From an optimization exercise on the open Yosys and OpenROAD flow, aimed at small area; shortcuts taken in it are not production practice. In this exercise RTL edits were held to simulation tests only and were not proved equivalent to the original.

== exp/umber ==
==> flow/design.v (excerpt) <==
module Processor(
    input wire clk,
    input wire rst,
    input wire [15:0] instruction,
    output reg [4:0] pc,
    output wire [31:0] result,
    output wire [31:0] data_1,
    output wire [31:0] data_2
);
Settings: LEC_CHECK=0, CAP_MARGIN=20, CORE_MARGIN=2, CORE_UTILIZATION=60, PLACE_DENSITY=0.75, SLEW_MARGIN=20, SYNTH_HIERARCHICAL=1; clock period 25.0 ns.
standard.sh (not shown) runs the stock make flow with config.mk's settings and CLKGATE_MAP_FILE= SYNTH_SCRIPT=/design/flow/synth_recipe.tcl, a recipe that flattens the netlist after the stock synthesis.
==> flow/flow/run.sh <==
#!/bin/bash
# The standard layout (standard.sh) with three changes:
#  - ports are buffered with buf_1 instead of the default port buffer,
#  - CTS builds its tree from clkbuf_8 with clusters of at most 14 sinks,
#  - CTS inserts no dummy loads.
# The whole make output goes to flow.log; ORFS keeps each step's log under orfs/logs.
set -euo pipefail
export BUFFER_PORTS_ARGS="-buffer_cell sky130_fd_sc_hd__buf_1"
export CTS_ARGS="-sink_clustering_enable -repair_clock_nets -dont_use_dummy_load -buf_list sky130_fd_sc_hd__clkbuf_8 -sink_clustering_size 14 -sink_clustering_max_diameter 60"
bash standard.sh > flow.log 2>&1
exp/umber: done, clean on timing, DRC and antenna
--- input diff exp/umber..exp/delta ---
- PLACE_DENSITY: 0.75 -> unset
- CORE_UTILIZATION: 60 -> 40
==> flow/flow/run.sh <==
#!/bin/bash
# The standard layout (standard.sh) with these changes after synthesis:
#  - ports are buffered with buf_1 instead of the default port buffer,
#  - CTS builds its tree from clkbuf_8 with clusters of at most 16 sinks and
#    inserts no dummy loads,
#  - the resizer may not use the large buf_4..buf_16 buffers (it uses buf_1/buf_2).
# Synthesis is the standard synthesis, unchanged. Make output goes to
# synth.log and layout.log; ORFS keeps each step's own log under orfs/logs.
set -euo pipefail
bash standard.sh synth > synth.log 2>&1
export BUFFER_PORTS_ARGS="-buffer_cell sky130_fd_sc_hd__buf_1"
export CTS_ARGS="-sink_clustering_enable -repair_clock_nets -dont_use_dummy_load -buf_list sky130_fd_sc_hd__clkbuf_8 -sink_clustering_size 16 -sink_clustering_max_diameter 70"
export DONT_USE_CELLS="sky130_fd_sc_hd__buf_4 sky130_fd_sc_hd__buf_6 sky130_fd_sc_hd__buf_8 sky130_fd_sc_hd__buf_12 sky130_fd_sc_hd__buf_16"
bash standard.sh > layout.log 2>&1
--- outcome ---
Compared with exp/umber, exp/delta instantiates a larger number of standard cells. exp/delta reports its critical path capture point as result[15] while exp/umber reports result[30]. From exp/umber to exp/delta the numbers moved as follows: fraction of the cycle the final worst path needs shows no meaningful change.

========
Starting RTL as in the previous note.
// Processor
module Processor(
    input wire clk,
    input wire rst,
    input wire [15:0] instruction,
    output reg [4:0] pc,
    output wire [31:0] result,
    output wire [31:0] data_1,
    output wire [31:0] data_2
);
Settings: LEC_CHECK=0, CAP_MARGIN=20, CORE_MARGIN=2, CORE_UTILIZATION=40, SLEW_MARGIN=20, SYNTH_HIERARCHICAL=1; clock period 25.0 ns.
==> flow/flow/run.sh <==
#!/bin/bash
# The standard layout (standard.sh) with these changes after synthesis:
#  - ports are buffered with buf_1 instead of the default port buffer,
#  - CTS builds its tree from clkbuf_8 with clusters of at most 16 sinks and
#    inserts no dummy loads.
# Synthesis is the standard synthesis, unchanged. Make output goes to
# synth.log and layout.log; ORFS keeps each step's own log under orfs/logs.
set -euo pipefail
bash standard.sh synth > synth.log 2>&1
export BUFFER_PORTS_ARGS="-buffer_cell sky130_fd_sc_hd__buf_1"
export CTS_ARGS="-sink_clustering_enable -repair_clock_nets -dont_use_dummy_load -buf_list sky130_fd_sc_hd__clkbuf_8 -sink_clustering_size 16 -sink_clustering_max_diameter 70"
bash standard.sh > layout.log 2>&1
Next try:
==> flow/flow/run.sh (replaced) <==
#!/bin/bash
# The standard layout (standard.sh) with three changes:
#  - ports are buffered with buf_1 instead of the default port buffer,
#  - CTS builds its tree from clkbuf_8 with clusters of at most 14 sinks,
#  - CTS inserts no dummy loads.
# The whole make output goes to flow.log; ORFS keeps each step's log under orfs/logs.
set -euo pipefail
export BUFFER_PORTS_ARGS="-buffer_cell sky130_fd_sc_hd__buf_1"
export CTS_ARGS="-sink_clustering_enable -repair_clock_nets -dont_use_dummy_load -buf_list sky130_fd_sc_hd__clkbuf_8 -sink_clustering_size 14 -sink_clustering_max_diameter 60"
bash standard.sh > flow.log 2>&1
Effect:
- routed wire length stays flat
- clock skew is lower by 10 ps
- die area does not change

port drivers added, routing unchanged:
No port has a modelled driver above. Below, the same layouts with a new extraction and two added sets of constraints.
Step 1, drivers: a clkbuf_16 drives clk and a buf_2 each remaining input, both assumed.
Step 2, shift: input delay + t, output delay - t, t = (earliest + latest rising clock arrival at the registers) / 2. This alone moves slack from input paths to output paths.
a / b / c = no drivers / after step 1 / after step 2; a / b = the first two.
| run | t, ns | slack for setup (ns) | hold slack, ns | clock arrival spread, ns | slew at the worst register clock pin (ns) |
|---|---|---|---|---|---|
| exp/umber | 0.642 | 1.798 / 1.770 / 1.770 | 0.474 / 0.474 / 0.474 | 0.043 / 0.042 | 0.10 / 0.10 |
| exp/delta | 0.637 | 1.765 / 1.728 / 1.728 | 0.479 / 0.479 / 0.479 | 0.050 / 0.049 | 0.11 / 0.11 |
| the first run of note 2 | 0.637 | 1.765 / 1.728 / 1.728 | 0.479 / 0.479 / 0.479 | 0.050 / 0.049 | 0.11 / 0.11 |
| the second run of note 2 | 0.639 | 1.749 / 1.712 / 1.712 | 0.478 / 0.478 / 0.478 | 0.039 / 0.039 | 0.09 / 0.09 |
After both steps every run listed still meets setup and hold.
